What follows belongs to an exercise in optimizing a design on an open flow for small area, a short achievable clock period and few clock cycles; a production flow would make more cautious choices. Function was not checked in any run shown here: the RTL went through the layout flow alone. No activity file was given, so power comes from the tool's default toggle rates.

==> design/flow/design.v <==
module D_FF (q, d, reset, clk);
	output logic q;
	input logic d, reset, clk;
	always_ff @(posedge clk)
		if (reset)
			q <= 0;  
		else
			q <= d;  
endmodule
module FF_en(q, d, en, reset, clk);
	output q;
	input d, en, reset, clk;
	wire dat;
	D_FF ff(.q, .d(dat), .reset, .clk);
	NAND_MUX_2x1 muxs(.out(dat), .select(en), .invSelect(~en), .in({d, q}));
endmodule
module NAND_MUX_2x1(out, select, invSelect, in);
	output out;
	input select, invSelect;
	input [1:0] in;
	wire one, zero;
	nand oneNand(one, select, in[1]);
	nand zeroNand(zero, invSelect, in[0]);
	nand sumNand(out, one, zero);
endmodule
module NAND_MUX_4x1(out, select, invSelect, in);
	output out;
	input [1:0] select, invSelect;
	input [3:0] in;
	wire three, two, one, zero;
	nand zeroNand(zero, in[0], invSelect[1], invSelect[0]);
	nand oneNand(one, in[1], invSelect[1], select[0]);
	nand twoNand(two, in[2], select[1], invSelect[0]);
	nand threeNand(three, in[3], select[1], select[0]);
	nand sumNand(out, three, two, one, zero);
endmodule
module adderC65 (val1, val2, Cin, valOut);
	input logic [64:0] val1, val2;
	input logic Cin;
	output logic [64:0] valOut; 
	logic [64:0] cinToCout;
	genvar i;
	generate
		for(i=0; i<64; i++) begin : eachAdder
			full_adder adder(.S(valOut[i+1]), .Cout(cinToCout[i+1]), .A(val1[i+1]), .B(val2[i+1]), .Cin(cinToCout[i]));
		end
	endgenerate
	full_adder startAdder(.S(valOut[0]), .Cout(cinToCout[0]), .A(val1[0]), .B(val2[0]), .Cin);
endmodule
module divider1(quotient, valid_out, divisor, dividend, valid_in, rst, clk);
  output [63:0] quotient;
  output valid_out;
  input [63:0] divisor, dividend;
  input valid_in, rst, clk;
  localparam int K  = 3;                     
  localparam int DW = 67 + K;                
  localparam int JW = 5;                     
  logic          busy;
  logic          first;   
  logic          vo;      
  logic [63:0]   rr;      
  logic [DW-1:0] nd;      
  logic [7:0]    tr;      
  logic          azr;     
  logic          bzr;     
  logic          sbn;     
  logic [63:0]   rq;      
  logic          neg;     
  wire        sa = dividend[63];
  wire        sb = divisor[63];
  wire [63:0] ma;
  wire [7:0]  t;
  wire        az, bz;
  div_abs u_abs(.a(dividend), .y(ma));
  div_len u_len(.a(dividend), .b(divisor), .t(t), .az(az), .bz(bz));
  wire zq = azr | (tr[7] & (tr != 8'hff));      
  wire quick = first & (zq | bzr);              
  wire [JW-1:0] j0;
  div_ncyc #(.K(K), .JW(JW)) u_ncyc(.x(tr[6:0]), .j(j0));
  wire [JW-1:0] cnow = first ? j0 : tr[JW-1:0];
  wire          last = (cnow == '0);
  assign valid_out = vo | quick;
  div_neg u_neg(.q(rq), .neg(neg), .y(quotient));
  logic [DW-1:0] dsh;
  always_comb begin
    dsh = nd;
    for (int k = 0; k < JW; k++) if (first & j0[k]) dsh = (dsh << (K << k)) | ~({DW{1'b1}} << (K << k));
  end
  wire [DW-1:0] ndeff = dsh ^ {DW{first & sbn}};    
  function automatic logic [64:0] addc(input logic [DW-1:0] a, input logic [DW-1:0] b, input logic cin);
    logic [DW:0] g, p, G, P;
    g = {a & b, cin};
    p = {a ^ b, 1'b0};
    G = g; P = p;
    for (int l = 0; (1 << l) < DW + 1; l++) begin
      logic [DW:0] G2, P2;
      G2 = G; P2 = P;
      for (int i = 0; i < DW + 1; i++) begin
        if ((i >> l) & 1) begin
          G2[i] = G[i] | (P[i] & G[((i >> l) << l) - 1]);
          P2[i] = P[i] & P[((i >> l) << l) - 1];
        end
      end
      G = G2; P = P2;
    end
    addc[64] = G[DW];
    for (int i = 0; i < 64; i++) addc[i] = p[i+1] ^ G[i];
  endfunction
  logic [63:0]   rnext;
  logic [K-1:0]  qb;
  always_comb begin
    logic [63:0]   r;
    logic [64:0]   s;
    r = rr;
    for (int j = 0; j < K; j++) begin
      if (j == 0) s = addc({{(DW-64){1'b0}}, r}, nd, ~sbn);
      else        s = addc({{(DW-64){1'b0}}, r}, ~(~ndeff >> j), ~sbn);
      qb[K-1-j] = s[64] & ~(j == 0 && first);
      if (qb[K-1-j]) r = s[63:0];
    end
    rnext = r;
  end
  always_ff @(posedge clk) begin
    if (rst) begin
      busy  <= 1'b0;
      first <= 1'b0;
      vo    <= 1'b0;
    end else if (!busy) begin
      busy  <= valid_in;
      first <= valid_in;
      vo    <= 1'b0;
    end else begin
      busy  <= ~last & ~quick;
      first <= 1'b0;
      vo    <= last & ~quick;
    end
  end
  always_ff @(posedge clk) begin
    if (!busy) begin
      rr    <= ma;
      nd    <= ~({{(DW-64){sb}}, divisor} << (K - 1));
      tr    <= t;
      azr   <= az;
      bzr   <= bz;
      sbn   <= sb;
      rq    <= {63'd0, bz};
      neg   <= bz ? ~sa : (sa ^ sb);
    end else begin
      rr    <= rnext;
      nd    <= ~(~ndeff >> K);
      tr    <= 8'(cnow - 1'b1);
      rq    <= {rq[63-K:0], qb};
    end
  end
endmodule
module div_abs(input [63:0] a, output [63:0] y);
  assign y = a[63] ? (64'd0 - a) : a;
endmodule
module div_len(input [63:0] a, input [63:0] b, output [7:0] t, output az, output bz);
  function automatic logic [6:0] msb(input logic [63:0] x);
    logic [63:0] v; logic [5:0] p [64];
    for (int i = 0; i < 64; i++) begin v[i] = x[i]; p[i] = 6'(i); end
    for (int l = 0; l < 6; l++) begin
      for (int i = 0; i < (32 >> l); i++) begin
        p[i] = v[2*i+1] ? p[2*i+1] : p[2*i];
        v[i] = v[2*i+1] | v[2*i];
      end
    end
    msb = {v[0], p[0]};
  endfunction
  wire [6:0]  ta = msb({1'b0, a[62:0] ^ a[63:1]});
  wire [6:0]  tb = msb({1'b0, b[62:0] ^ b[63:1]});
  wire [7:0]  ia = ta[6] ? {2'b0, ta[5:0]} : 8'hff;
  wire [7:0]  nib = tb[6] ? ~{2'b0, tb[5:0]} : 8'h00;    
  wire [8:0]  tt = {ia, 1'b1} + {nib, a[63]};
  assign t  = tt[8:1];
  assign bz = ~tb[6] & ~b[63];
  assign az = ~ta[6] & ~a[63];
endmodule
module div_ncyc #(parameter int K = 3, parameter int JW = 5)(input [6:0] x, output logic [JW-1:0] j);
  always_comb begin
    j = '0;
    for (int i = 0; i < 128; i++) if (x == 7'(i)) j = JW'((((i + 1) % 128) + 1) / K);
  end
endmodule
module div_neg(input [63:0] q, input neg, output [63:0] y);
  assign y = neg ? (64'd0 - q) : q;
endmodule
module full_adder(S, Cout, A, B, Cin);
	output S, Cout;
	input A, B, Cin;
	wire AB, AC, BC;
	xor sum(S, A, B, Cin);
	nand ab(AB, A, B);
	nand ac(AC, A, Cin);
	nand bc(BC, B, Cin);
	nand abc(Cout, AB, AC, BC);
endmodule
module mux_2x1_X65(outs, select, invSelect, ins);
	output [64:0] outs;
	input select, invSelect;
	input [1:0][64:0] ins;
		NAND_MUX_2x1 m7(.out(outs[7]), .select, .invSelect, .in({ins[1][7], ins[0][7]}));
	NAND_MUX_2x1 m6(.out(outs[6]), .select, .invSelect, .in({ins[1][6], ins[0][6]}));
	NAND_MUX_2x1 m5(.out(outs[5]), .select, .invSelect, .in({ins[1][5], ins[0][5]}));
	NAND_MUX_2x1 m4(.out(outs[4]), .select, .invSelect, .in({ins[1][4], ins[0][4]}));
	NAND_MUX_2x1 m3(.out(outs[3]), .select, .invSelect, .in({ins[1][3], ins[0][3]}));
	NAND_MUX_2x1 m2(.out(outs[2]), .select, .invSelect, .in({ins[1][2], ins[0][2]}));
	NAND_MUX_2x1 m1(.out(outs[1]), .select, .invSelect, .in({ins[1][1], ins[0][1]}));
	NAND_MUX_2x1 m0(.out(outs[0]), .select, .invSelect, .in({ins[1][0], ins[0][0]}));
		NAND_MUX_2x1 m15(.out(outs[15]), .select, .invSelect, .in({ins[1][15], ins[0][15]}));
	NAND_MUX_2x1 m14(.out(outs[14]), .select, .invSelect, .in({ins[1][14], ins[0][14]}));
	NAND_MUX_2x1 m13(.out(outs[13]), .select, .invSelect, .in({ins[1][13], ins[0][13]}));
	NAND_MUX_2x1 m12(.out(outs[12]), .select, .invSelect, .in({ins[1][12], ins[0][12]}));
	NAND_MUX_2x1 m11(.out(outs[11]), .select, .invSelect, .in({ins[1][11], ins[0][11]}));
	NAND_MUX_2x1 m10(.out(outs[10]), .select, .invSelect, .in({ins[1][10], ins[0][10]}));
	NAND_MUX_2x1 m9(.out(outs[9]), .select, .invSelect, .in({ins[1][9], ins[0][9]}));
	NAND_MUX_2x1 m8(.out(outs[8]), .select, .invSelect, .in({ins[1][8], ins[0][8]}));
		NAND_MUX_2x1 m23(.out(outs[23]), .select, .invSelect, .in({ins[1][23], ins[0][23]}));
	NAND_MUX_2x1 m22(.out(outs[22]), .select, .invSelect, .in({ins[1][22], ins[0][22]}));
	NAND_MUX_2x1 m21(.out(outs[21]), .select, .invSelect, .in({ins[1][21], ins[0][21]}));
	NAND_MUX_2x1 m20(.out(outs[20]), .select, .invSelect, .in({ins[1][20], ins[0][20]}));
	NAND_MUX_2x1 m19(.out(outs[19]), .select, .invSelect, .in({ins[1][19], ins[0][19]}));
	NAND_MUX_2x1 m18(.out(outs[18]), .select, .invSelect, .in({ins[1][18], ins[0][18]}));
	NAND_MUX_2x1 m17(.out(outs[17]), .select, .invSelect, .in({ins[1][17], ins[0][17]}));
	NAND_MUX_2x1 m16(.out(outs[16]), .select, .invSelect, .in({ins[1][16], ins[0][16]}));
		NAND_MUX_2x1 m31(.out(outs[31]), .select, .invSelect, .in({ins[1][31], ins[0][31]}));
	NAND_MUX_2x1 m30(.out(outs[30]), .select, .invSelect, .in({ins[1][30], ins[0][30]}));
	NAND_MUX_2x1 m29(.out(outs[29]), .select, .invSelect, .in({ins[1][29], ins[0][29]}));
	NAND_MUX_2x1 m28(.out(outs[28]), .select, .invSelect, .in({ins[1][28], ins[0][28]}));
	NAND_MUX_2x1 m27(.out(outs[27]), .select, .invSelect, .in({ins[1][27], ins[0][27]}));
	NAND_MUX_2x1 m26(.out(outs[26]), .select, .invSelect, .in({ins[1][26], ins[0][26]}));
	NAND_MUX_2x1 m25(.out(outs[25]), .select, .invSelect, .in({ins[1][25], ins[0][25]}));
	NAND_MUX_2x1 m24(.out(outs[24]), .select, .invSelect, .in({ins[1][24], ins[0][24]}));
		NAND_MUX_2x1 m39(.out(outs[39]), .select, .invSelect, .in({ins[1][39], ins[0][39]}));
	NAND_MUX_2x1 m38(.out(outs[38]), .select, .invSelect, .in({ins[1][38], ins[0][38]}));
	NAND_MUX_2x1 m37(.out(outs[37]), .select, .invSelect, .in({ins[1][37], ins[0][37]}));
	NAND_MUX_2x1 m36(.out(outs[36]), .select, .invSelect, .in({ins[1][36], ins[0][36]}));
	NAND_MUX_2x1 m35(.out(outs[35]), .select, .invSelect, .in({ins[1][35], ins[0][35]}));
	NAND_MUX_2x1 m34(.out(outs[34]), .select, .invSelect, .in({ins[1][34], ins[0][34]}));
	NAND_MUX_2x1 m33(.out(outs[33]), .select, .invSelect, .in({ins[1][33], ins[0][33]}));
	NAND_MUX_2x1 m32(.out(outs[32]), .select, .invSelect, .in({ins[1][32], ins[0][32]}));
		NAND_MUX_2x1 m47(.out(outs[47]), .select, .invSelect, .in({ins[1][47], ins[0][47]}));
	NAND_MUX_2x1 m46(.out(outs[46]), .select, .invSelect, .in({ins[1][46], ins[0][46]}));
	NAND_MUX_2x1 m45(.out(outs[45]), .select, .invSelect, .in({ins[1][45], ins[0][45]}));
	NAND_MUX_2x1 m44(.out(outs[44]), .select, .invSelect, .in({ins[1][44], ins[0][44]}));
	NAND_MUX_2x1 m43(.out(outs[43]), .select, .invSelect, .in({ins[1][43], ins[0][43]}));
	NAND_MUX_2x1 m42(.out(outs[42]), .select, .invSelect, .in({ins[1][42], ins[0][42]}));
	NAND_MUX_2x1 m41(.out(outs[41]), .select, .invSelect, .in({ins[1][41], ins[0][41]}));
	NAND_MUX_2x1 m40(.out(outs[40]), .select, .invSelect, .in({ins[1][40], ins[0][40]}));
		NAND_MUX_2x1 m55(.out(outs[55]), .select, .invSelect, .in({ins[1][55], ins[0][55]}));
	NAND_MUX_2x1 m54(.out(outs[54]), .select, .invSelect, .in({ins[1][54], ins[0][54]}));
	NAND_MUX_2x1 m53(.out(outs[53]), .select, .invSelect, .in({ins[1][53], ins[0][53]}));
	NAND_MUX_2x1 m52(.out(outs[52]), .select, .invSelect, .in({ins[1][52], ins[0][52]}));
	NAND_MUX_2x1 m51(.out(outs[51]), .select, .invSelect, .in({ins[1][51], ins[0][51]}));
	NAND_MUX_2x1 m50(.out(outs[50]), .select, .invSelect, .in({ins[1][50], ins[0][50]}));
	NAND_MUX_2x1 m49(.out(outs[49]), .select, .invSelect, .in({ins[1][49], ins[0][49]}));
	NAND_MUX_2x1 m48(.out(outs[48]), .select, .invSelect, .in({ins[1][48], ins[0][48]}));
		NAND_MUX_2x1 m63(.out(outs[63]), .select, .invSelect, .in({ins[1][63], ins[0][63]}));
	NAND_MUX_2x1 m62(.out(outs[62]), .select, .invSelect, .in({ins[1][62], ins[0][62]}));
	NAND_MUX_2x1 m61(.out(outs[61]), .select, .invSelect, .in({ins[1][61], ins[0][61]}));
	NAND_MUX_2x1 m60(.out(outs[60]), .select, .invSelect, .in({ins[1][60], ins[0][60]}));
	NAND_MUX_2x1 m59(.out(outs[59]), .select, .invSelect, .in({ins[1][59], ins[0][59]}));
	NAND_MUX_2x1 m58(.out(outs[58]), .select, .invSelect, .in({ins[1][58], ins[0][58]}));
	NAND_MUX_2x1 m57(.out(outs[57]), .select, .invSelect, .in({ins[1][57], ins[0][57]}));
	NAND_MUX_2x1 m56(.out(outs[56]), .select, .invSelect, .in({ins[1][56], ins[0][56]}));
		NAND_MUX_2x1 m64(.out(outs[64]), .select, .invSelect, .in({ins[1][64], ins[0][64]}));
endmodule
module mux_4x1_X65(outs, select, invSelect, ins);
	output [64:0] outs;
	input [1:0] select, invSelect;
	input [3:0][64:0] ins;
		NAND_MUX_4x1 m7(.out(outs[7]), .select, .invSelect, .in({ins[3][7], ins[2][7], ins[1][7], ins[0][7]}));
	NAND_MUX_4x1 m6(.out(outs[6]), .select, .invSelect, .in({ins[3][6], ins[2][6], ins[1][6], ins[0][6]}));
	NAND_MUX_4x1 m5(.out(outs[5]), .select, .invSelect, .in({ins[3][5], ins[2][5], ins[1][5], ins[0][5]}));
	NAND_MUX_4x1 m4(.out(outs[4]), .select, .invSelect, .in({ins[3][4], ins[2][4], ins[1][4], ins[0][4]}));
	NAND_MUX_4x1 m3(.out(outs[3]), .select, .invSelect, .in({ins[3][3], ins[2][3], ins[1][3], ins[0][3]}));
	NAND_MUX_4x1 m2(.out(outs[2]), .select, .invSelect, .in({ins[3][2], ins[2][2], ins[1][2], ins[0][2]}));
	NAND_MUX_4x1 m1(.out(outs[1]), .select, .invSelect, .in({ins[3][1], ins[2][1], ins[1][1], ins[0][1]}));
	NAND_MUX_4x1 m0(.out(outs[0]), .select, .invSelect, .in({ins[3][0], ins[2][0], ins[1][0], ins[0][0]}));
		NAND_MUX_4x1 m15(.out(outs[15]), .select, .invSelect, .in({ins[3][15], ins[2][15], ins[1][7], ins[0][15]}));
	NAND_MUX_4x1 m14(.out(outs[14]), .select, .invSelect, .in({ins[3][14], ins[2][14], ins[1][7], ins[0][14]}));
	NAND_MUX_4x1 m13(.out(outs[13]), .select, .invSelect, .in({ins[3][13], ins[2][13], ins[1][7], ins[0][13]}));
	NAND_MUX_4x1 m12(.out(outs[12]), .select, .invSelect, .in({ins[3][12], ins[2][12], ins[1][7], ins[0][12]}));
	NAND_MUX_4x1 m11(.out(outs[11]), .select, .invSelect, .in({ins[3][11], ins[2][11], ins[1][7], ins[0][11]}));
	NAND_MUX_4x1 m10(.out(outs[10]), .select, .invSelect, .in({ins[3][10], ins[2][10], ins[1][7], ins[0][10]}));
	NAND_MUX_4x1 m9(.out(outs[9]), .select, .invSelect, .in({ins[3][9], ins[2][9], ins[1][7], ins[0][9]}));
	NAND_MUX_4x1 m8(.out(outs[8]), .select, .invSelect, .in({ins[3][8], ins[2][8], ins[1][7], ins[0][8]}));
		NAND_MUX_4x1 m23(.out(outs[23]), .select, .invSelect, .in({ins[3][23], ins[2][23], ins[1][23], ins[0][23]}));
	NAND_MUX_4x1 m22(.out(outs[22]), .select, .invSelect, .in({ins[3][22], ins[2][22], ins[1][22], ins[0][22]}));
	NAND_MUX_4x1 m21(.out(outs[21]), .select, .invSelect, .in({ins[3][21], ins[2][21], ins[1][21], ins[0][21]}));
	NAND_MUX_4x1 m20(.out(outs[20]), .select, .invSelect, .in({ins[3][20], ins[2][20], ins[1][20], ins[0][20]}));
	NAND_MUX_4x1 m19(.out(outs[19]), .select, .invSelect, .in({ins[3][19], ins[2][19], ins[1][19], ins[0][19]}));
	NAND_MUX_4x1 m18(.out(outs[18]), .select, .invSelect, .in({ins[3][18], ins[2][18], ins[1][18], ins[0][18]}));
	NAND_MUX_4x1 m17(.out(outs[17]), .select, .invSelect, .in({ins[3][17], ins[2][17], ins[1][17], ins[0][17]}));
	NAND_MUX_4x1 m16(.out(outs[16]), .select, .invSelect, .in({ins[3][16], ins[2][16], ins[1][16], ins[0][16]}));
		NAND_MUX_4x1 m31(.out(outs[31]), .select, .invSelect, .in({ins[3][31], ins[2][31], ins[1][31], ins[0][31]}));
	NAND_MUX_4x1 m30(.out(outs[30]), .select, .invSelect, .in({ins[3][30], ins[2][30], ins[1][30], ins[0][30]}));
	NAND_MUX_4x1 m29(.out(outs[29]), .select, .invSelect, .in({ins[3][29], ins[2][29], ins[1][29], ins[0][29]}));
	NAND_MUX_4x1 m28(.out(outs[28]), .select, .invSelect, .in({ins[3][28], ins[2][28], ins[1][28], ins[0][28]}));
	NAND_MUX_4x1 m27(.out(outs[27]), .select, .invSelect, .in({ins[3][27], ins[2][27], ins[1][27], ins[0][27]}));
	NAND_MUX_4x1 m26(.out(outs[26]), .select, .invSelect, .in({ins[3][26], ins[2][26], ins[1][26], ins[0][26]}));
	NAND_MUX_4x1 m25(.out(outs[25]), .select, .invSelect, .in({ins[3][25], ins[2][25], ins[1][25], ins[0][25]}));
	NAND_MUX_4x1 m24(.out(outs[24]), .select, .invSelect, .in({ins[3][24], ins[2][24], ins[1][24], ins[0][24]}));
		NAND_MUX_4x1 m39(.out(outs[39]), .select, .invSelect, .in({ins[3][39], ins[2][39], ins[1][39], ins[0][39]}));
	NAND_MUX_4x1 m38(.out(outs[38]), .select, .invSelect, .in({ins[3][38], ins[2][38], ins[1][38], ins[0][38]}));
	NAND_MUX_4x1 m37(.out(outs[37]), .select, .invSelect, .in({ins[3][37], ins[2][37], ins[1][37], ins[0][37]}));
	NAND_MUX_4x1 m36(.out(outs[36]), .select, .invSelect, .in({ins[3][36], ins[2][36], ins[1][36], ins[0][36]}));
	NAND_MUX_4x1 m35(.out(outs[35]), .select, .invSelect, .in({ins[3][35], ins[2][35], ins[1][35], ins[0][35]}));
	NAND_MUX_4x1 m34(.out(outs[34]), .select, .invSelect, .in({ins[3][34], ins[2][34], ins[1][34], ins[0][34]}));
	NAND_MUX_4x1 m33(.out(outs[33]), .select, .invSelect, .in({ins[3][33], ins[2][33], ins[1][33], ins[0][33]}));
	NAND_MUX_4x1 m32(.out(outs[32]), .select, .invSelect, .in({ins[3][32], ins[2][32], ins[1][32], ins[0][32]}));
		NAND_MUX_4x1 m47(.out(outs[47]), .select, .invSelect, .in({ins[3][47], ins[2][47], ins[1][47], ins[0][47]}));
	NAND_MUX_4x1 m46(.out(outs[46]), .select, .invSelect, .in({ins[3][46], ins[2][46], ins[1][46], ins[0][46]}));
	NAND_MUX_4x1 m45(.out(outs[45]), .select, .invSelect, .in({ins[3][45], ins[2][45], ins[1][45], ins[0][45]}));
	NAND_MUX_4x1 m44(.out(outs[44]), .select, .invSelect, .in({ins[3][44], ins[2][44], ins[1][44], ins[0][44]}));
	NAND_MUX_4x1 m43(.out(outs[43]), .select, .invSelect, .in({ins[3][43], ins[2][43], ins[1][43], ins[0][43]}));
	NAND_MUX_4x1 m42(.out(outs[42]), .select, .invSelect, .in({ins[3][42], ins[2][42], ins[1][42], ins[0][42]}));
	NAND_MUX_4x1 m41(.out(outs[41]), .select, .invSelect, .in({ins[3][41], ins[2][41], ins[1][41], ins[0][41]}));
	NAND_MUX_4x1 m40(.out(outs[40]), .select, .invSelect, .in({ins[3][40], ins[2][40], ins[1][40], ins[0][40]}));
		NAND_MUX_4x1 m55(.out(outs[55]), .select, .invSelect, .in({ins[3][55], ins[2][55], ins[1][55], ins[0][55]}));
	NAND_MUX_4x1 m54(.out(outs[54]), .select, .invSelect, .in({ins[3][54], ins[2][54], ins[1][54], ins[0][54]}));
	NAND_MUX_4x1 m53(.out(outs[53]), .select, .invSelect, .in({ins[3][53], ins[2][53], ins[1][53], ins[0][53]}));
	NAND_MUX_4x1 m52(.out(outs[52]), .select, .invSelect, .in({ins[3][52], ins[2][52], ins[1][52], ins[0][52]}));
	NAND_MUX_4x1 m51(.out(outs[51]), .select, .invSelect, .in({ins[3][51], ins[2][51], ins[1][51], ins[0][51]}));
	NAND_MUX_4x1 m50(.out(outs[50]), .select, .invSelect, .in({ins[3][50], ins[2][50], ins[1][50], ins[0][50]}));
	NAND_MUX_4x1 m49(.out(outs[49]), .select, .invSelect, .in({ins[3][49], ins[2][49], ins[1][49], ins[0][49]}));
	NAND_MUX_4x1 m48(.out(outs[48]), .select, .invSelect, .in({ins[3][48], ins[2][48], ins[1][48], ins[0][48]}));
		NAND_MUX_4x1 m63(.out(outs[63]), .select, .invSelect, .in({ins[3][63], ins[2][63], ins[1][63], ins[0][63]}));
	NAND_MUX_4x1 m62(.out(outs[62]), .select, .invSelect, .in({ins[3][62], ins[2][62], ins[1][62], ins[0][62]}));
	NAND_MUX_4x1 m61(.out(outs[61]), .select, .invSelect, .in({ins[3][61], ins[2][61], ins[1][61], ins[0][61]}));
	NAND_MUX_4x1 m60(.out(outs[60]), .select, .invSelect, .in({ins[3][60], ins[2][60], ins[1][60], ins[0][60]}));
	NAND_MUX_4x1 m59(.out(outs[59]), .select, .invSelect, .in({ins[3][59], ins[2][59], ins[1][59], ins[0][59]}));
	NAND_MUX_4x1 m58(.out(outs[58]), .select, .invSelect, .in({ins[3][58], ins[2][58], ins[1][58], ins[0][58]}));
	NAND_MUX_4x1 m57(.out(outs[57]), .select, .invSelect, .in({ins[3][57], ins[2][57], ins[1][57], ins[0][57]}));
	NAND_MUX_4x1 m56(.out(outs[56]), .select, .invSelect, .in({ins[3][56], ins[2][56], ins[1][56], ins[0][56]}));
		NAND_MUX_4x1 m64(.out(outs[64]), .select, .invSelect, .in({ins[3][64], ins[2][64], ins[1][64], ins[0][64]}));
endmodule
module norifier(outs, ins1, ins0);
	output [63:0] outs;
	input [63:0] ins1, ins0;
		nor oa7(outs[7], ins1[7], ins0[7]);
	nor oa6(outs[6], ins1[6], ins0[6]);
	nor oa5(outs[5], ins1[5], ins0[5]);
	nor oa4(outs[4], ins1[4], ins0[4]);
	nor oa3(outs[3], ins1[3], ins0[3]);
	nor oa2(outs[2], ins1[2], ins0[2]);
	nor oa1(outs[1], ins1[1], ins0[1]);
	nor oa0(outs[0], ins1[0], ins0[0]);
		nor oa15(outs[15], ins1[15], ins0[15]);
	nor oa14(outs[14], ins1[14], ins0[14]);
	nor oa13(outs[13], ins1[13], ins0[13]);
	nor oa12(outs[12], ins1[12], ins0[12]);
	nor oa11(outs[11], ins1[11], ins0[11]);
	nor oa10(outs[10], ins1[10], ins0[10]);
	nor oa9(outs[9], ins1[9], ins0[9]);
	nor oa8(outs[8], ins1[8], ins0[8]);
		nor oa23(outs[23], ins1[23], ins0[23]);
	nor oa22(outs[22], ins1[22], ins0[22]);
	nor oa21(outs[21], ins1[21], ins0[21]);
	nor oa20(outs[20], ins1[20], ins0[20]);
	nor oa19(outs[19], ins1[19], ins0[19]);
	nor oa18(outs[18], ins1[18], ins0[18]);
	nor oa17(outs[17], ins1[17], ins0[17]);
	nor oa16(outs[16], ins1[16], ins0[16]);
		nor oa31(outs[31], ins1[31], ins0[31]);
	nor oa30(outs[30], ins1[30], ins0[30]);
	nor oa29(outs[29], ins1[29], ins0[29]);
	nor oa28(outs[28], ins1[28], ins0[28]);
	nor oa27(outs[27], ins1[27], ins0[27]);
	nor oa26(outs[26], ins1[26], ins0[26]);
	nor oa25(outs[25], ins1[25], ins0[25]);
	nor oa24(outs[24], ins1[24], ins0[24]);
		nor oa39(outs[39], ins1[39], ins0[39]);
	nor oa38(outs[38], ins1[38], ins0[38]);
	nor oa37(outs[37], ins1[37], ins0[37]);
	nor oa36(outs[36], ins1[36], ins0[36]);
	nor oa35(outs[35], ins1[35], ins0[35]);
	nor oa34(outs[34], ins1[34], ins0[34]);
	nor oa33(outs[33], ins1[33], ins0[33]);
	nor oa32(outs[32], ins1[32], ins0[32]);
		nor oa47(outs[47], ins1[47], ins0[47]);
	nor oa46(outs[46], ins1[46], ins0[46]);
	nor oa45(outs[45], ins1[45], ins0[45]);
	nor oa44(outs[44], ins1[44], ins0[44]);
	nor oa43(outs[43], ins1[43], ins0[43]);
	nor oa42(outs[42], ins1[42], ins0[42]);
	nor oa41(outs[41], ins1[41], ins0[41]);
	nor oa40(outs[40], ins1[40], ins0[40]);
		nor oa55(outs[55], ins1[55], ins0[55]);
	nor oa54(outs[54], ins1[54], ins0[54]);
	nor oa53(outs[53], ins1[53], ins0[53]);
	nor oa52(outs[52], ins1[52], ins0[52]);
	nor oa51(outs[51], ins1[51], ins0[51]);
	nor oa50(outs[50], ins1[50], ins0[50]);
	nor oa49(outs[49], ins1[49], ins0[49]);
	nor oa48(outs[48], ins1[48], ins0[48]);
		nor oa63(outs[63], ins1[63], ins0[63]);
	nor oa62(outs[62], ins1[62], ins0[62]);
	nor oa61(outs[61], ins1[61], ins0[61]);
	nor oa60(outs[60], ins1[60], ins0[60]);
	nor oa59(outs[59], ins1[59], ins0[59]);
	nor oa58(outs[58], ins1[58], ins0[58]);
	nor oa57(outs[57], ins1[57], ins0[57]);
	nor oa56(outs[56], ins1[56], ins0[56]);
endmodule
module registerX64(outs, ins, en, rst, clk);
	output [63:0] outs;
	input [63:0] ins;
	input en, rst, clk;
		FF_en r7(.q(outs[7]), .d(ins[7]), .en, .reset(rst), .clk);
	FF_en r6(.q(outs[6]), .d(ins[6]), .en, .reset(rst), .clk);
	FF_en r5(.q(outs[5]), .d(ins[5]), .en, .reset(rst), .clk);
	FF_en r4(.q(outs[4]), .d(ins[4]), .en, .reset(rst), .clk);
	FF_en r3(.q(outs[3]), .d(ins[3]), .en, .reset(rst), .clk);
	FF_en r2(.q(outs[2]), .d(ins[2]), .en, .reset(rst), .clk);
	FF_en r1(.q(outs[1]), .d(ins[1]), .en, .reset(rst), .clk);
	FF_en r0(.q(outs[0]), .d(ins[0]), .en, .reset(rst), .clk);
		FF_en r15(.q(outs[15]), .d(ins[15]), .en, .reset(rst), .clk);
	FF_en r14(.q(outs[14]), .d(ins[14]), .en, .reset(rst), .clk);
	FF_en r13(.q(outs[13]), .d(ins[13]), .en, .reset(rst), .clk);
	FF_en r12(.q(outs[12]), .d(ins[12]), .en, .reset(rst), .clk);
	FF_en r11(.q(outs[11]), .d(ins[11]), .en, .reset(rst), .clk);
	FF_en r10(.q(outs[10]), .d(ins[10]), .en, .reset(rst), .clk);
	FF_en r9(.q(outs[9]), .d(ins[9]), .en, .reset(rst), .clk);
	FF_en r8(.q(outs[8]), .d(ins[8]), .en, .reset(rst), .clk);
		FF_en r23(.q(outs[23]), .d(ins[23]), .en, .reset(rst), .clk);
	FF_en r22(.q(outs[22]), .d(ins[22]), .en, .reset(rst), .clk);
	FF_en r21(.q(outs[21]), .d(ins[21]), .en, .reset(rst), .clk);
	FF_en r20(.q(outs[20]), .d(ins[20]), .en, .reset(rst), .clk);
	FF_en r19(.q(outs[19]), .d(ins[19]), .en, .reset(rst), .clk);
	FF_en r18(.q(outs[18]), .d(ins[18]), .en, .reset(rst), .clk);
	FF_en r17(.q(outs[17]), .d(ins[17]), .en, .reset(rst), .clk);
	FF_en r16(.q(outs[16]), .d(ins[16]), .en, .reset(rst), .clk);
		FF_en r31(.q(outs[31]), .d(ins[31]), .en, .reset(rst), .clk);
	FF_en r30(.q(outs[30]), .d(ins[30]), .en, .reset(rst), .clk);
	FF_en r29(.q(outs[29]), .d(ins[29]), .en, .reset(rst), .clk);
	FF_en r28(.q(outs[28]), .d(ins[28]), .en, .reset(rst), .clk);
	FF_en r27(.q(outs[27]), .d(ins[27]), .en, .reset(rst), .clk);
	FF_en r26(.q(outs[26]), .d(ins[26]), .en, .reset(rst), .clk);
	FF_en r25(.q(outs[25]), .d(ins[25]), .en, .reset(rst), .clk);
	FF_en r24(.q(outs[24]), .d(ins[24]), .en, .reset(rst), .clk);
		FF_en r39(.q(outs[39]), .d(ins[39]), .en, .reset(rst), .clk);
	FF_en r38(.q(outs[38]), .d(ins[38]), .en, .reset(rst), .clk);
	FF_en r37(.q(outs[37]), .d(ins[37]), .en, .reset(rst), .clk);
	FF_en r36(.q(outs[36]), .d(ins[36]), .en, .reset(rst), .clk);
	FF_en r35(.q(outs[35]), .d(ins[35]), .en, .reset(rst), .clk);
	FF_en r34(.q(outs[34]), .d(ins[34]), .en, .reset(rst), .clk);
	FF_en r33(.q(outs[33]), .d(ins[33]), .en, .reset(rst), .clk);
	FF_en r32(.q(outs[32]), .d(ins[32]), .en, .reset(rst), .clk);
		FF_en r47(.q(outs[47]), .d(ins[47]), .en, .reset(rst), .clk);
	FF_en r46(.q(outs[46]), .d(ins[46]), .en, .reset(rst), .clk);
	FF_en r45(.q(outs[45]), .d(ins[45]), .en, .reset(rst), .clk);
	FF_en r44(.q(outs[44]), .d(ins[44]), .en, .reset(rst), .clk);
	FF_en r43(.q(outs[43]), .d(ins[43]), .en, .reset(rst), .clk);
	FF_en r42(.q(outs[42]), .d(ins[42]), .en, .reset(rst), .clk);
	FF_en r41(.q(outs[41]), .d(ins[41]), .en, .reset(rst), .clk);
	FF_en r40(.q(outs[40]), .d(ins[40]), .en, .reset(rst), .clk);
		FF_en r55(.q(outs[55]), .d(ins[55]), .en, .reset(rst), .clk);
	FF_en r54(.q(outs[54]), .d(ins[54]), .en, .reset(rst), .clk);
	FF_en r53(.q(outs[53]), .d(ins[53]), .en, .reset(rst), .clk);
	FF_en r52(.q(outs[52]), .d(ins[52]), .en, .reset(rst), .clk);
	FF_en r51(.q(outs[51]), .d(ins[51]), .en, .reset(rst), .clk);
	FF_en r50(.q(outs[50]), .d(ins[50]), .en, .reset(rst), .clk);
	FF_en r49(.q(outs[49]), .d(ins[49]), .en, .reset(rst), .clk);
	FF_en r48(.q(outs[48]), .d(ins[48]), .en, .reset(rst), .clk);
		FF_en r63(.q(outs[63]), .d(ins[63]), .en, .reset(rst), .clk);
	FF_en r62(.q(outs[62]), .d(ins[62]), .en, .reset(rst), .clk);
	FF_en r61(.q(outs[61]), .d(ins[61]), .en, .reset(rst), .clk);
	FF_en r60(.q(outs[60]), .d(ins[60]), .en, .reset(rst), .clk);
	FF_en r59(.q(outs[59]), .d(ins[59]), .en, .reset(rst), .clk);
	FF_en r58(.q(outs[58]), .d(ins[58]), .en, .reset(rst), .clk);
	FF_en r57(.q(outs[57]), .d(ins[57]), .en, .reset(rst), .clk);
	FF_en r56(.q(outs[56]), .d(ins[56]), .en, .reset(rst), .clk);
endmodule
module registerX65(outs, ins, en, rst, clk);
	output [64:0] outs;
	input [64:0] ins;
	input en, rst, clk;
		FF_en r7(.q(outs[7]), .d(ins[7]), .en, .reset(rst), .clk);
	FF_en r6(.q(outs[6]), .d(ins[6]), .en, .reset(rst), .clk);
	FF_en r5(.q(outs[5]), .d(ins[5]), .en, .reset(rst), .clk);
	FF_en r4(.q(outs[4]), .d(ins[4]), .en, .reset(rst), .clk);
	FF_en r3(.q(outs[3]), .d(ins[3]), .en, .reset(rst), .clk);
	FF_en r2(.q(outs[2]), .d(ins[2]), .en, .reset(rst), .clk);
	FF_en r1(.q(outs[1]), .d(ins[1]), .en, .reset(rst), .clk);
	FF_en r0(.q(outs[0]), .d(ins[0]), .en, .reset(rst), .clk);
		FF_en r15(.q(outs[15]), .d(ins[15]), .en, .reset(rst), .clk);
	FF_en r14(.q(outs[14]), .d(ins[14]), .en, .reset(rst), .clk);
	FF_en r13(.q(outs[13]), .d(ins[13]), .en, .reset(rst), .clk);
	FF_en r12(.q(outs[12]), .d(ins[12]), .en, .reset(rst), .clk);
	FF_en r11(.q(outs[11]), .d(ins[11]), .en, .reset(rst), .clk);
	FF_en r10(.q(outs[10]), .d(ins[10]), .en, .reset(rst), .clk);
	FF_en r9(.q(outs[9]), .d(ins[9]), .en, .reset(rst), .clk);
	FF_en r8(.q(outs[8]), .d(ins[8]), .en, .reset(rst), .clk);
		FF_en r23(.q(outs[23]), .d(ins[23]), .en, .reset(rst), .clk);
	FF_en r22(.q(outs[22]), .d(ins[22]), .en, .reset(rst), .clk);
	FF_en r21(.q(outs[21]), .d(ins[21]), .en, .reset(rst), .clk);
	FF_en r20(.q(outs[20]), .d(ins[20]), .en, .reset(rst), .clk);
	FF_en r19(.q(outs[19]), .d(ins[19]), .en, .reset(rst), .clk);
	FF_en r18(.q(outs[18]), .d(ins[18]), .en, .reset(rst), .clk);
	FF_en r17(.q(outs[17]), .d(ins[17]), .en, .reset(rst), .clk);
	FF_en r16(.q(outs[16]), .d(ins[16]), .en, .reset(rst), .clk);
		FF_en r31(.q(outs[31]), .d(ins[31]), .en, .reset(rst), .clk);
	FF_en r30(.q(outs[30]), .d(ins[30]), .en, .reset(rst), .clk);
	FF_en r29(.q(outs[29]), .d(ins[29]), .en, .reset(rst), .clk);
	FF_en r28(.q(outs[28]), .d(ins[28]), .en, .reset(rst), .clk);
	FF_en r27(.q(outs[27]), .d(ins[27]), .en, .reset(rst), .clk);
	FF_en r26(.q(outs[26]), .d(ins[26]), .en, .reset(rst), .clk);
	FF_en r25(.q(outs[25]), .d(ins[25]), .en, .reset(rst), .clk);
	FF_en r24(.q(outs[24]), .d(ins[24]), .en, .reset(rst), .clk);
		FF_en r39(.q(outs[39]), .d(ins[39]), .en, .reset(rst), .clk);
	FF_en r38(.q(outs[38]), .d(ins[38]), .en, .reset(rst), .clk);
	FF_en r37(.q(outs[37]), .d(ins[37]), .en, .reset(rst), .clk);
	FF_en r36(.q(outs[36]), .d(ins[36]), .en, .reset(rst), .clk);
	FF_en r35(.q(outs[35]), .d(ins[35]), .en, .reset(rst), .clk);
	FF_en r34(.q(outs[34]), .d(ins[34]), .en, .reset(rst), .clk);
	FF_en r33(.q(outs[33]), .d(ins[33]), .en, .reset(rst), .clk);
	FF_en r32(.q(outs[32]), .d(ins[32]), .en, .reset(rst), .clk);
		FF_en r47(.q(outs[47]), .d(ins[47]), .en, .reset(rst), .clk);
	FF_en r46(.q(outs[46]), .d(ins[46]), .en, .reset(rst), .clk);
	FF_en r45(.q(outs[45]), .d(ins[45]), .en, .reset(rst), .clk);
	FF_en r44(.q(outs[44]), .d(ins[44]), .en, .reset(rst), .clk);
	FF_en r43(.q(outs[43]), .d(ins[43]), .en, .reset(rst), .clk);
	FF_en r42(.q(outs[42]), .d(ins[42]), .en, .reset(rst), .clk);
	FF_en r41(.q(outs[41]), .d(ins[41]), .en, .reset(rst), .clk);
	FF_en r40(.q(outs[40]), .d(ins[40]), .en, .reset(rst), .clk);
		FF_en r55(.q(outs[55]), .d(ins[55]), .en, .reset(rst), .clk);
	FF_en r54(.q(outs[54]), .d(ins[54]), .en, .reset(rst), .clk);
	FF_en r53(.q(outs[53]), .d(ins[53]), .en, .reset(rst), .clk);
	FF_en r52(.q(outs[52]), .d(ins[52]), .en, .reset(rst), .clk);
	FF_en r51(.q(outs[51]), .d(ins[51]), .en, .reset(rst), .clk);
	FF_en r50(.q(outs[50]), .d(ins[50]), .en, .reset(rst), .clk);
	FF_en r49(.q(outs[49]), .d(ins[49]), .en, .reset(rst), .clk);
	FF_en r48(.q(outs[48]), .d(ins[48]), .en, .reset(rst), .clk);
		FF_en r63(.q(outs[63]), .d(ins[63]), .en, .reset(rst), .clk);
	FF_en r62(.q(outs[62]), .d(ins[62]), .en, .reset(rst), .clk);
	FF_en r61(.q(outs[61]), .d(ins[61]), .en, .reset(rst), .clk);
	FF_en r60(.q(outs[60]), .d(ins[60]), .en, .reset(rst), .clk);
	FF_en r59(.q(outs[59]), .d(ins[59]), .en, .reset(rst), .clk);
	FF_en r58(.q(outs[58]), .d(ins[58]), .en, .reset(rst), .clk);
	FF_en r57(.q(outs[57]), .d(ins[57]), .en, .reset(rst), .clk);
	FF_en r56(.q(outs[56]), .d(ins[56]), .en, .reset(rst), .clk);
		FF_en r64(.q(outs[64]), .d(ins[64]), .en, .reset(rst), .clk);
endmodule
module xnorifier(outs, ins1, ins0);
	output [63:0] outs;
	input [63:0] ins1, ins0;
		xnor  xoa7(outs[7], ins1[7], ins0[7]);
	xnor xoa6(outs[6], ins1[6], ins0[6]);
	xnor xoa5(outs[5], ins1[5], ins0[5]);
	xnor xoa4(outs[4], ins1[4], ins0[4]);
	xnor xoa3(outs[3], ins1[3], ins0[3]);
	xnor xoa2(outs[2], ins1[2], ins0[2]);
	xnor xoa1(outs[1], ins1[1], ins0[1]);
	xnor xoa0(outs[0], ins1[0], ins0[0]);
		xnor xoa15(outs[15], ins1[15], ins0[15]);
	xnor xoa14(outs[14], ins1[14], ins0[14]);
	xnor xoa13(outs[13], ins1[13], ins0[13]);
	xnor xoa12(outs[12], ins1[12], ins0[12]);
	xnor xoa11(outs[11], ins1[11], ins0[11]);
	xnor xoa10(outs[10], ins1[10], ins0[10]);
	xnor xoa9(outs[9], ins1[9], ins0[9]);
	xnor xoa8(outs[8], ins1[8], ins0[8]);
		xnor xoa23(outs[23], ins1[23], ins0[23]);
	xnor xoa22(outs[22], ins1[22], ins0[22]);
	xnor xoa21(outs[21], ins1[21], ins0[21]);
	xnor xoa20(outs[20], ins1[20], ins0[20]);
	xnor xoa19(outs[19], ins1[19], ins0[19]);
	xnor xoa18(outs[18], ins1[18], ins0[18]);
	xnor xoa17(outs[17], ins1[17], ins0[17]);
	xnor xoa16(outs[16], ins1[16], ins0[16]);
		xnor xoa31(outs[31], ins1[31], ins0[31]);
	xnor xoa30(outs[30], ins1[30], ins0[30]);
	xnor xoa29(outs[29], ins1[29], ins0[29]);
	xnor xoa28(outs[28], ins1[28], ins0[28]);
	xnor xoa27(outs[27], ins1[27], ins0[27]);
	xnor xoa26(outs[26], ins1[26], ins0[26]);
	xnor xoa25(outs[25], ins1[25], ins0[25]);
	xnor xoa24(outs[24], ins1[24], ins0[24]);
		xnor xoa39(outs[39], ins1[39], ins0[39]);
	xnor xoa38(outs[38], ins1[38], ins0[38]);
	xnor xoa37(outs[37], ins1[37], ins0[37]);
	xnor xoa36(outs[36], ins1[36], ins0[36]);
	xnor xoa35(outs[35], ins1[35], ins0[35]);
	xnor xoa34(outs[34], ins1[34], ins0[34]);
	xnor xoa33(outs[33], ins1[33], ins0[33]);
	xnor xoa32(outs[32], ins1[32], ins0[32]);
		xnor xoa47(outs[47], ins1[47], ins0[47]);
	xnor xoa46(outs[46], ins1[46], ins0[46]);
	xnor xoa45(outs[45], ins1[45], ins0[45]);
	xnor xoa44(outs[44], ins1[44], ins0[44]);
	xnor xoa43(outs[43], ins1[43], ins0[43]);
	xnor xoa42(outs[42], ins1[42], ins0[42]);
	xnor xoa41(outs[41], ins1[41], ins0[41]);
	xnor xoa40(outs[40], ins1[40], ins0[40]);
		xnor xoa55(outs[55], ins1[55], ins0[55]);
	xnor xoa54(outs[54], ins1[54], ins0[54]);
	xnor xoa53(outs[53], ins1[53], ins0[53]);
	xnor xoa52(outs[52], ins1[52], ins0[52]);
	xnor xoa51(outs[51], ins1[51], ins0[51]);
	xnor xoa50(outs[50], ins1[50], ins0[50]);
	xnor xoa49(outs[49], ins1[49], ins0[49]);
	xnor xoa48(outs[48], ins1[48], ins0[48]);
		xnor xoa63(outs[63], ins1[63], ins0[63]);
	xnor xoa62(outs[62], ins1[62], ins0[62]);
	xnor xoa61(outs[61], ins1[61], ins0[61]);
	xnor xoa60(outs[60], ins1[60], ins0[60]);
	xnor xoa59(outs[59], ins1[59], ins0[59]);
	xnor xoa58(outs[58], ins1[58], ins0[58]);
	xnor xoa57(outs[57], ins1[57], ins0[57]);
	xnor xoa56(outs[56], ins1[56], ins0[56]);
endmodule
==> design/flow/flow/run.sh <==
#!/bin/bash
# Own flow: the standard layout (standard synthesis, floorplan, placement,
# CTS, routing); only the timing repair is asked to leave a setup margin,
# and port buffers use another buffer cell. Clock and constraints unchanged.
set -e
bash standard.sh SETUP_SLACK_MARGIN=22 "BUFFER_PORTS_ARGS=-buffer_cell sky130_fd_sc_hd__buf_1" finish > standard_finish.log 2>&1
==> design/flow/standard.sh <==
#!/bin/bash
# synth_recipe.tcl (not shown) runs the flow's synth.tcl, then flattens the netlist and writes it again
# the make line also repeats each setting of config.mk as NAME=value (left out here)
make -C /OpenROAD-flow-scripts/flow DESIGN_CONFIG=/design/flow/config.mk WORK_HOME=/design/flow/orfs CLKGATE_MAP_FILE= SYNTH_SCRIPT=/design/flow/synth_recipe.tcl "${@:-finish}"
==> design/flow/config.mk <==
export PLATFORM = sky130hd
export DESIGN_NAME = divider1
export DESIGN_NICKNAME = divider1
export VERILOG_FILES = /design/flow/design.v
export SDC_FILE = /design/flow/constraint.sdc
export NUM_CORES = 8
export LEC_CHECK = 0
export CAP_MARGIN = 20
export CORE_MARGIN = 2
export CORE_UTILIZATION = 40
export SLEW_MARGIN = 20
export SYNTH_HIERARCHICAL = 1
==> design/flow/constraint.sdc <==
create_clock -name core_clock -period 32.0 [get_ports {clk}]
set_input_delay 6.4000 -clock core_clock [delete_from_list [all_inputs] [get_ports {clk}]]
set_output_delay 6.4000 -clock core_clock [all_outputs]
set_load 0.01 [all_outputs]
==> results.ini, run 1 <==
[setup_path]
critPathLaunchType=flop
cp.required_ns=32.48
ff2ff_setup_slack_ns=21.90
crit_top_cell=buf_4
cp-end-kind=flop
critical-path-max-stage-delay_ns=0.56
cp_top_family=compound AO/OA/AOI/OAI gates
r2r_start=tr[3]$_DFF_P_
path_buf_inv=11
slowest_stage=mux4_2
path_depth=45
crit_type=reg -> reg
cp_max_fo=8
worst_r2r_path_depth=45
cp-endpoint=rr[4]$_DFF_P_
critPathArrivalTime_ns=10.58
rr_endpoint=rr[4]$_DFF_P_
crit_path_start=tr[3]$_DFF_P_

[synth]
synth_top_area_share_pct=15.2
syn_nets=3872
ys_types=126
synth_warnings=11
synthArstFlopShare_pct=0
synth_top_cells_by_area=dfxtp_1 15%, ha_1 9.1%, xnor2_1 8.4%, nand2_1 4.8%, mux2i_1 4.5%
synth-edff-count=4
syn_avg_cell_area_sq_um=7.74
synthFlopType=dfxtp_1
synth_top_area_cell=dfxtp_1
syn_inst=3524
yosysSeqAreaShare_pct=15.6
synth-seq-cells=211
syn_area_sq_um=27300

[timing]
finalHoldViolCount=0
fin_tns_setup_ns=0
maxSlewHeadroom_pct=16.8
grt_setup_unrepaired=true
min_period_over_period_pct=31.6
hold_slack_ns=0.515
finalSetupViolCount=0
fin_skew_ns=0.0148
max_freq_mhz=99.0
fin_crit_ns=10.10
slew_violations=0
worst-slew-pin-transition_ns=1.25

[place]
dp_cells=4460
dpl_cell_area_sq_um=28600
io_buffer_count=195
place_congestion=0.997
dp.final_hpwl_um=80300

[detailed_routing]
wl_per_cell_um=23.9
drt_wl_total_um=113000
drtIter0Drc=3532
first_pass_iters=8
ant_nets=0
drc=0
vias=29600
vias_per_cell=6.26

[floorplan]
core_region_area_sq_um=67300
start_util_pct=40.5
io_pins=196
dieArea_sq_um=70300
die_y_um=265
rows=95
die_w_um=265

[power_and_ir_drop]
p_per_area_nw_per_um2=114
p_leak_nw=13.7
p_total_w=0.00389
ir_drop_v=0.0000547

[global_routing]
grt_overflow=0
grt_pass1_wl_um=159000
grt_pass1_vias=25900
antenna_found_initial=7
grt_usage_pct=29.3
grt_max_degree=85

[finish]
syn2layout_area_growth_pct=25.3
final_common_cell=nand2_1
final_cell_mix=332 x nand2_1, 242 x xnor2_1, 212 x nor2_1
finalNonFillerCells=4722
finalInstanceArea_sq_um=34200
layout-drive-gt1-share_pct=21.6
finalNetCount=4173

[cts]
cts_buffer_depth=3
cts.sinks=211
cts.clk_slew.worst_paths_ns=0.06
htreeDepth=1
hold_buffers=0
cts_buffers=27
insertion_delay_ns=0.60
cts_tree=yes
root_buffer=clkbuf_16

[run]
maxCapViolCount=0

[hold_path]
hp-class=reg -> reg

[status]
status=finished clean

## metal layers
layer / global-route usage [%] / wire length (um) / share of wire (%)
met1: 41.0 / 46300 / 41
met2: 44.6 / 48300 / 43
met3: 4.68 / 12100 / 11
met4: 12.1 / 6010 / 5.3
met5: 0 / 32 / 0.028
## synthesized netlist by cell type, drive strengths merged, types with 12 or more instances
cell,number
nand3,124
nand4,30
a22oi,24
a21o,85
or2,27
o21a,28
or3,43
o41ai,33
nor4,30
o21bai,20
clkbuf,92
xor2,91
o21ai,211
and2,84
dfxtp,207
o2111ai,12
o22a,13
ha,199
o211ai,16
xnor2,263
inv,135
a21oi,211
nand2,350
mux4,20
a32oi,12
nor2,225
and3,36
a31oi,32
a211oi,33
a21boi,17
fa,18
o221a,16
o2bb2ai,12
nor3,79
buf,82
mux2,40
nand2b,52
nor2b,54
o31ai,62
or4,61
mux2i,124
o22ai,37
a221o,34
## Yosys stat by module, one instance, submodules excluded, a selection
module    cell area [sq um]  copies in the design  flops+latches  cells
div_len                3140                     1              0    529
divider1              20200                     1            211   2465
div_abs                1500                     1              0    212
div_neg                1650                     1              0    206
## flip-flops by register name, indices dropped and copies added (netlist names), 8 cells and up
signal,count
nd,68
rq,64
rr,64
tr,8
## area by class of cell
| type | instances | area, sq um |
|---|---|---|
| flip-flops and latches | 211 | 4370 |
| inverters | 136 | 522 |
| repair buffers | 440 | 3230 |
| clock inverters | 20 | 253 |
| multi-input cells | 3009 | 24000 |
| well taps | 873 | 1090 |
| diodes | 3 | 7.51 |
| clock buffers | 30 | 697 |
| fillers | 6421 | 33100 |
## cell families after synthesis
kind of cell / after synthesis / synth area share, %
DFF: 211 / 15.6
AOI/OAI and AO/OA: 1019 / 26.0
buffers and inverters: 310 / 5.09
xor gates and xnor gates: 354 / 11.4
adders and majority gates: 218 / 10.5
and+or+nand+nor: 1228 / 23.5
muxes: 184 / 7.90
## metrics by stage
step | setup WS (ns) | utilization [%]
2_1_floorplan | 22.04 | -
3_3_place_gp | 18.66 | 42.5
3_5_place_dp | 18.39 | 42.5
4_1_cts | 22.00 | 46.6
5_1_grt | 21.74 | 50.8
6_report | 21.90 | 50.8
## power by group
group	total [W]	switching, W	internal [W]
Sequential	0.000437	0.000109	0.000328
Clock	0.000338	0.000139	0.000198
Combinational	0.00312	0.00175	0.00137
Total	0.00389	0.00200	0.00190
## worst min-delay path by stage
stage | start | endpoint | slack [ns] | cells past startpoint
4_1_cts | rq[13]$_SDFF_PN0_ | rq[16]$_SDFF_PN0_ | 0.52 | 1
5_1_grt | rq[5]$_SDFF_PN0_ | rq[8]$_SDFF_PN0_ | 0.53 | 1
2_1_floorplan | rq[13]$_SDFF_PN0_ | rq[16]$_SDFF_PN0_ | 0.47 | 1
3_3_place_gp | rq[54]$_SDFF_PN0_ | rq[57]$_SDFF_PN0_ | 0.49 | 1
6_report | rq[13]$_SDFF_PN0_ | rq[16]$_SDFF_PN0_ | 0.52 | 1
3_5_place_dp | rq[5]$_SDFF_PN0_ | rq[8]$_SDFF_PN0_ | 0.50 | 1
## repair_timing
action / 4_1_cts / 5_1_grt
setup endpoints to repair: 70 / 69
gates cloned: 15 / 8
resized for setup: 227 / 328
buffers inserted: 66 / 120
pin swaps: 39 / 100
==> inputs of run 2 (changes only) <==
==> design/flow/flow/run.sh (replaced) <==
#!/bin/bash
# Own flow: the standard layout (standard synthesis, floorplan, placement,
# CTS, routing); only the timing repair is asked to leave a setup margin,
# and port buffers use another buffer cell. Clock and constraints unchanged.
set -e
bash standard.sh SETUP_SLACK_MARGIN=21.7 "BUFFER_PORTS_ARGS=-buffer_cell sky130_fd_sc_hd__buf_1" finish > standard_finish.log 2>&1
==> run 2 against run 1 <==
Net effect: still clean; die area unchanged; power decreased by 6.5%; register-to-register slack got worse by 0.04 ns; sequential power about the same; sequential share of layout area increased by 0.55 points; non-clock buffer count decreased by 70; critical path type unchanged.
==> results.ini, run 2 <==
[finish]
syn2layout_area_growth_pct=18.6
largest_reg_flops=68  ; unchanged
layout-drive-gt1-share_pct=16.2  ; -5.4 points
nFillCells=6680  ; +4.0%
final_common_cell=nand2_1
final_cell_mix=334 x nand2_1, 250 x xnor2_1, 213 x nor2_1
finalInstanceArea_sq_um=32400  ; -5.3%
largest_register=nd
finalNetCount=4104  ; -1.7%
finalNonFillerCells=4654  ; -1.4%
finish.utilization_pct=48.1  ; -2.7 points
top_regs=nd (68), rq (64), rr (64)

[global_routing]
grt_pass1_vias=26500  ; +2.5%
grt_max_degree=98  ; +15%
grt_pass1_wl_um=164000  ; +3.1%
grtUsageMet2_pct=46.3  ; +1.8 points
grtUsageMet1_pct=41.2  ; +0.18 points
grt_usage_pct=30.3  ; +1.1 points
grt_overflow=0  ; unchanged
antenna_found_initial=6  ; -1
busiest_layer=met2
met3_usage_pct=6.50  ; +1.8 points

[power_and_ir_drop]
p_per_area_nw_per_um2=112  ; -1.2%
pwr-share-clk_pct=8.7  ; about the same
ir_drop_v=0.0000519  ; -5.1%
p_int_w=0.00171  ; -9.5%
p_switching_w=0.00192  ; -3.6%
swShare_pct=52.9  ; +1.6 points
p_leak_nw=13.2  ; -3.5%
power_frac_seq_pct=12.0  ; +0.8 points
combPwrFrac_pct=79.4  ; -0.7 points

[floorplan]
io_pins=196  ; unchanged
start_util_pct=40.5  ; unchanged
die_y_um=265  ; unchanged
core_region_area_sq_um=67300  ; unchanged
rows=95  ; unchanged
dieArea_sq_um=70300  ; unchanged
die_w_um=265  ; unchanged

[timing]
max_freq_mhz=98.6  ; -0.39%
finalSetupViolCount=0  ; unchanged
maxSlewHeadroom_pct=33.7  ; +17 points
worst-slew-pin-transition_ns=0.995  ; -0.253 ns
fin_tns_setup_ns=0  ; unchanged
fin_skew_ns=0.0424  ; +0.0276 ns
grt_setup_unrepaired=false
fin_crit_ns=10.14  ; +0.0398 ns
min_period_over_period_pct=31.7  ; +0.12 points
slew_violations=0  ; unchanged
finalHoldViolCount=0  ; unchanged

[hold_path]
hp-class=reg -> reg

[run]
maxCapViolCount=0  ; unchanged

[synth]
synth.most_common_cell=nand2_1
synth-edff-count=4  ; unchanged
syn_inst=3524  ; unchanged
synthSimpleGateAreaFrac_pct=23.5  ; unchanged
synth_top_cells_by_area=dfxtp_1 15%, ha_1 9.1%, xnor2_1 8.4%, nand2_1 4.8%, mux2i_1 4.5%
synth_top_family_by_area=compound AO/OA/AOI/OAI gates
syn_avg_cell_area_sq_um=7.74  ; unchanged
synth_top_area_share_pct=15.2  ; unchanged
synth_top_area_cell=dfxtp_1
syn_nets=3872  ; unchanged
synthFlopType=dfxtp_1
ys_types=126  ; unchanged
yosysSeqAreaShare_pct=15.6  ; unchanged
synth_mux_area_share_pct=7.90  ; unchanged
synthXorXnorAreaFrac_pct=11.4  ; unchanged
synth_commonest_cells=347 x nand2_1, 263 x xnor2_1, 222 x nor2_1
synth-adder-area-share_pct=10.5  ; unchanged
synth_warnings=11  ; unchanged
synthArstFlopShare_pct=0  ; unchanged
synth_compound_area_share_pct=26.0  ; unchanged
syn_area_sq_um=27300  ; unchanged
synth-seq-cells=211  ; unchanged

[setup_path]
critPathLaunchType=flop
slowest_stage=dfxtp_1
critPathArrivalTime_ns=10.59  ; about the same
cp_max_fo=51  ; +43
critical-path-max-stage-delay_ns=0.56  ; about the same
crit_type=reg -> reg
cp.required_ns=32.45  ; -0.03 ns
cp-end-kind=flop

[place]
place_congestion=1.00  ; +0.70%
dpl_cell_area_sq_um=28600  ; about the same
dp_cells=4459  ; -0.022%
dp.final_hpwl_um=82300  ; +2.5%
io_buffer_count=195  ; unchanged

[detailed_routing]
drt_wl_total_um=112000  ; -0.50%
vias_per_cell=6.26  ; about the same
wl_per_cell_um=24.1  ; +0.96%
first_pass_iters=6  ; -2
ant_nets=0  ; unchanged
drc=0  ; unchanged
drtIter0Drc=3456  ; -2.2%
vias=29100  ; -1.5%

[cts]
cts_buffers=27  ; unchanged
htreeDepth=1  ; unchanged
cts.sinks=211  ; unchanged
root_buffer=clkbuf_16
cts.clk_slew.worst_paths_ns=0.07  ; about the same
cts_tree=yes
hold_buffers=0  ; unchanged
insertion_delay_ns=0.61  ; about the same
cts_buffer_depth=3  ; unchanged

[status]
status=finished clean

run 2: cell count changes in the layout (fill, tap and decap cells not counted), moves of 10 or more:
cell | previous run | this run
a21oi_2 | 22 | 12
buf_4 | 187 | 136
ha_4 | 46 | 14
mux2i_2 | 32 | 12
ha_1 | 147 | 181
a21oi_1 | 187 | 198
dfxtp_2 | 27 | 10
buf_6 | 16 | 6
mux2i_1 | 74 | 104
dfxtp_1 | 162 | 188
mux2i_4 | 18 | 8
run 2: cells by family (layout without fill, tap and decap cells):
logic type,count (synthesis),in the layout
flops,211,211
buf+inv,310,556
compound gates,1019,1019
simple gates,1228,1235
fa+ha+maj,218,218
other cells,0,4
mux,184,184
xor+xnor,354,354
run 2: final cells by class:
type / count / area, sq um / share of cell area, %
antenna: 4 / 10.0 / 0.0309
clock buffer: 33 / 728 / 2.25
clock inverter: 17 / 155 / 0.480
inverter: 136 / 515 / 1.59
multi-input combinational: 3010 / 23000 / 71.0
sequential: 211 / 4310 / 13.3
tap: 873 / 1090 / 3.38
timing repair buffer: 370 / 2570 / 7.96
run 2: power groups by stage:
| stage | registers, W | clock network (W) | logic [W] |
|---|---|---|---|
| after floorplan | 0.000358 | 0 | 0.00186 |
| after global placement | 0.000433 | 0 | 0.00244 |
| after detailed placement | 0.000430 | 0 | 0.00242 |
| after CTS | 0.000424 | 0.000318 | 0.00258 |
| after global routing | 0.000434 | 0.000327 | 0.00311 |
| final | 0.000435 | 0.000316 | 0.00289 |
run 2: critical path, delay by kind of cell (launching register included):
family	cells	cell delay (ns)
AOI/OAI and AO/OA	20	5.38
adders and majority gates	4	1.40
and+or+nand+nor	8	1.06
buffers and inverters	6	1.06
DFF	1	0.56
muxes	1	0.31
xor gates and xnor gates	1	0.18
run 2: per-stage QoR:
| step | total power, W | setup WS (ns) | hold slack [ns] |
|---|---|---|---|
| after floorplan | 0.00222 | 21.80 | 0.469 |
| after global placement | 0.00287 | 18.80 | 0.499 |
| after detailed placement | 0.00285 | 18.55 | 0.497 |
| after CTS | 0.00333 | 21.74 | 0.511 |
| after global routing | 0.00387 | 21.64 | 0.536 |
| final | 0.00364 | 21.86 | 0.508 |
run 2: timing repair:
action	CTS	global route
setup endpoints to repair	68	68
pin swaps	25	48
resized for setup	158	168
endpoints found under the hold margin	0	0
gates cloned	16	4
setup buffers	58	63
run 2: final timing paths:
| path | start | cells after the start | slack, ns | end |
|---|---|---|---|---|
| worst min-delay path | rq[60]$_SDFF_PN0_ | 1 | 0.51 | rq[63]$_SDFF_PN0_ |
| worst max-delay path | nd[11]$_DFF_P_ | 40 | 21.86 | rr[8]$_DFF_P_ |
| worst min register to register | rq[60]$_SDFF_PN0_ | 1 | 0.51 | rq[63]$_SDFF_PN0_ |
| worst max register to register | nd[11]$_DFF_P_ | 40 | 21.86 | rr[8]$_DFF_P_ |
run 2: routing by layer:
metal  up-vias  wire length (um)
met5         -                65
met4         2              5700
li1      13600                 -
met1     13700             46800
met3       295             11500
met2      1525             48200
run 2: Yosys stat by module, one instance, submodules excluded, a selection:
module | flops+latches | cell area (sq um)
div_abs | 0 | 1500
divider1 | 211 | 20200
div_len | 0 | 3140
div_neg | 0 | 1650

-- static timing again, ports no longer ideal --
The results above use ideal ports. As a check the final layouts listed here were re-extracted and re-timed, cells and wires unchanged.
Step 1, drivers: a clkbuf_16 drives clk and a buf_2 each remaining input, both assumed.
Step 2 also shifts input and output timing later by t, the mid clock arrival at the registers, as if the neighbouring blocks saw the same clock.
Slacks: ideal / step 1 / step 2; pairs: ideal / step 1.
run | t (ns) | setup slack, ns | clock arrival spread, ns | worst slew at a driven data input, ns | cell pins on the clock port's net
run 1 | 0.650 | 21.900 / 21.900 / 21.604 | 0.014 / 0.014 | 0.08 | 1
run 2 | 0.652 | 21.860 / 21.860 / 21.254 | 0.043 / 0.042 | 0.10 | 1
After both steps setup and hold are still met in every run listed. The setup slack of run 2, which loses most, moves by 0.000 ns with the drivers and by -0.606 ns with both steps.
